This design comes from an exercise in tuning for small area on the open sky130 flow, not from production work. Where RTL was checked, it was by simulation tests only, not by an equivalence proof against the original. No activity file was given, so power comes from the tool's default toggle rates.

==> flow/design.v <==
module RegisterUnit
#(
    parameter W = 8
)(
    input                   clk, rst, en, 
    input       [W-1:0]     D,
    output reg  [W-1:0]     Q
);
always @(posedge clk or negedge rst)begin
    if (!rst) Q <= {W{1'b0}};
    else if (en) Q <= D;
    else Q <= Q;
end
endmodule
module MultiplexerUnit
(
    input   [30:0]  D,
    input   [30:0]  S,
    output          Y
);
wire [10:0] yn;
wire [2:0]  z;
genvar g;
generate
    for (g = 0; g < 10; g = g + 1) begin : AO
        ao222n U(.a(D[3*g]), .b(S[3*g]), .c(D[3*g+1]), .d(S[3*g+1]),
                 .e(D[3*g+2]), .f(S[3*g+2]), .y(yn[g]));
    end
endgenerate
nand2g N0(.a(D[30]), .b(S[30]), .y(yn[10]));
nand4g N1(.a(yn[0]), .b(yn[1]), .c(yn[2]), .d(yn[3]), .y(z[0]));
nand4g N2(.a(yn[4]), .b(yn[5]), .c(yn[6]), .d(yn[7]), .y(z[1]));
nand3g N3(.a(yn[8]), .b(yn[9]), .c(yn[10]), .y(z[2]));
or3g   O0(.a(z[0]), .b(z[1]), .c(z[2]), .y(Y));
endmodule
module ao222n(input a, b, c, d, e, f, output y);
assign y = ~((a & b) | (c & d) | (e & f));
endmodule
module nand2g(input a, b, output y);
assign y = ~(a & b);
endmodule
module nand3g(input a, b, c, output y);
assign y = ~(a & b & c);
endmodule
module nand4g(input a, b, c, d, output y);
assign y = ~(a & b & c & d);
endmodule
module or3g(input a, b, c, output y);
assign y = a | b | c;
endmodule
module DecoderUnit
(
    input   an,
    input   bn,
    output  y
);
assign y = ~(an | bn);
endmodule
module Register_File
#(
    parameter N = 32,
    parameter ADDR = 5
)
(
    input               clk,
    input               reset,
    input               Reg_Write_i,
    input   [ADDR-1:0]  Write_Register_i,
    input   [ADDR-1:0]  Read_Register_1_i,
    input   [ADDR-1:0]  Read_Register_2_i,
    input   [N-1:0]     Write_Data_i,
    output  [N-1:0]     Read_Data_1_o,
    output  [N-1:0]     Read_Data_2_o
);
localparam R = 2**ADDR;
localparam H = N / 2;
reg  [N-1:0] data [1:R-1];
reg  [R-1:1] valid;
wire [R-1:1] weL, weH;
wire [R-1:1] sel1, sel2;
wire [3:0] wln;
wire [7:0] whn;
genvar i, b;
generate
    for (i = 0; i < 4; i = i + 1) begin : WL
        assign wln[i] = ~(Reg_Write_i & (Write_Register_i[1:0] == i));
    end
    for (i = 0; i < 8; i = i + 1) begin : WH
        assign whn[i] = ~(Write_Register_i[ADDR-1:2] == i);
    end
    for (i = 1; i < R; i = i + 1) begin : REG
        DecoderUnit DL(.an(wln[i % 4]), .bn(whn[i / 4]), .y(weL[i]));
        DecoderUnit DH(.an(wln[i % 4]), .bn(whn[i / 4]), .y(weH[i]));
        assign sel1[i] = valid[i] & (Read_Register_1_i == i);
        assign sel2[i] = valid[i] & (Read_Register_2_i == i);
        always @(posedge clk)
            if (weL[i]) data[i][H-1:0] <= Write_Data_i[H-1:0];
        always @(posedge clk)
            if (weH[i]) data[i][N-1:H] <= Write_Data_i[N-1:H];
        always @(posedge clk or negedge reset)
            if (!reset) valid[i] <= 1'b0;
            else if (weL[i]) valid[i] <= 1'b1;
    end
    for (b = 0; b < N; b = b + 1) begin : BIT
        wire [R-2:0] col;
        for (i = 1; i < R; i = i + 1) begin : C
            assign col[i-1] = data[i][b];
        end
        MultiplexerUnit M1(.D(col), .S(sel1), .Y(Read_Data_1_o[b]));
        MultiplexerUnit M2(.D(col), .S(sel2), .Y(Read_Data_2_o[b]));
    end
endgenerate
endmodule
Settings: LEC_CHECK=0, CAP_MARGIN=0, CORE_MARGIN=2, CORE_UTILIZATION=60, CTS_BUF_LIST=sky130_fd_sc_hd__clkbuf_8, SLEW_MARGIN=0, SYNTH_HIERARCHICAL=1; clock period 10.0 ns.
standard.sh (not shown) runs the stock make flow with config.mk's settings and CLKGATE_MAP_FILE= SYNTH_SCRIPT=/design/flow/synth_recipe.tcl, a recipe that flattens the netlist after the stock synthesis.
==> flow/flow/run.sh <==
#!/bin/bash
# Standard layout (the standard.sh) with two changes: the port buffers
# are buf_1 cells, and clock tree synthesis uses no dummy loads and the
# leaf cluster size below.
export BUFFER_PORTS_ARGS="-buffer_cell sky130_fd_sc_hd__buf_1"
export CTS_ARGS="-sink_clustering_enable -repair_clock_nets -dont_use_dummy_load -buf_list sky130_fd_sc_hd__clkbuf_8 -sink_clustering_size 16 -sink_clustering_max_diameter 60"
bash standard.sh > flow.log 2>&1
Rerun with:
--- a/flow/design.v
+++ b/flow/design.v
@@ -48,14 +48,17 @@
 module or3g(input a, b, c, output y);
 assign y = a | b | c;
 endmodule
 module DecoderUnit
+#(
+    parameter LEN = 2
+)
 (
-    input   an,
-    input   bn,
-    output  y
+    input   [LEN-1:0]   Dir,
+    output  [2**LEN-1:0] Sal
 );
-assign y = ~(an | bn);
+localparam [2**LEN-1:0]ONE = 'b1;
+assign Sal = ONE << Dir;
 endmodule
 module Register_File
 #(
     parameter N = 32,
@@ -72,35 +75,23 @@
     output  [N-1:0]     Read_Data_1_o,
     output  [N-1:0]     Read_Data_2_o
 );
 localparam R = 2**ADDR;
-localparam H = N / 2;
 reg  [N-1:0] data [1:R-1];
 reg  [R-1:1] valid;
-wire [R-1:1] weL, weH;
+wire [R-1:1] we;
 wire [R-1:1] sel1, sel2;
-wire [3:0] wln;
-wire [7:0] whn;
 genvar i, b;
 generate
-    for (i = 0; i < 4; i = i + 1) begin : WL
-        assign wln[i] = ~(Reg_Write_i & (Write_Register_i[1:0] == i));
-    end
-    for (i = 0; i < 8; i = i + 1) begin : WH
-        assign whn[i] = ~(Write_Register_i[ADDR-1:2] == i);
-    end
     for (i = 1; i < R; i = i + 1) begin : REG
-        DecoderUnit DL(.an(wln[i % 4]), .bn(whn[i / 4]), .y(weL[i]));
-        DecoderUnit DH(.an(wln[i % 4]), .bn(whn[i / 4]), .y(weH[i]));
+        assign we[i]   = Reg_Write_i & (Write_Register_i == i);
         assign sel1[i] = valid[i] & (Read_Register_1_i == i);
         assign sel2[i] = valid[i] & (Read_Register_2_i == i);
         always @(posedge clk)
-            if (weL[i]) data[i][H-1:0] <= Write_Data_i[H-1:0];
-        always @(posedge clk)
-            if (weH[i]) data[i][N-1:H] <= Write_Data_i[N-1:H];
+            if (we[i]) data[i] <= Write_Data_i;
         always @(posedge clk or negedge reset)
             if (!reset) valid[i] <= 1'b0;
-            else if (weL[i]) valid[i] <= 1'b1;
+            else if (we[i]) valid[i] <= 1'b1;
     end
     for (b = 0; b < N; b = b + 1) begin : BIT
         wire [R-2:0] col;
         for (i = 1; i < R; i = i + 1) begin : C
- non-clock buffer count came out lower by 27
- clock power stays flat
- global-route usage goes up by 1.0 points
- hold slack is better by 0.0080 ns
- maximum frequency drops by 1.7%
- die area barely changes
- final area falls by 0.32%
- area after synthesis barely changes
- register-to-register slack gets better by 0.10 ns
- worst setup slack degrades by 0.13 ns
- clock-buffer cell count climbs by 1
Only the layout flow was run in the first run of this note; the RTL was not checked for function there.

-- port drivers added, routing unchanged --
How much do the figures lean on ideal ports? The routed layouts below were timed once more, with nothing changed but the port constraints. Step 1 sets driving cells, clkbuf_16 on the clock port and buf_2 on the other inputs (assumed; they add their load-dependent delay and slew). Step 2 also shifts input and output timing later by t, the mid clock arrival at the registers, as if the neighbouring blocks saw the same clock. Slacks: ideal ports / drivers / drivers and shift; pairs: ideal ports / drivers.
run	shift t [ns]	setup WS [ns]	hold WS [ns]	slew at the worst register clock pin (ns)
the first run	0.779	2.893 / 2.865 / 2.865	0.489 / 0.489 / 0.489	0.10 / 0.10
the second run	0.768	2.767 / 2.733 / 2.733	0.497 / 0.497 / 0.497	0.11 / 0.11
After both steps setup and hold are still met in every run listed. For the second run, which loses most, drivers alone change the setup slack by -0.034 ns; drivers and shift together by -0.034 ns.
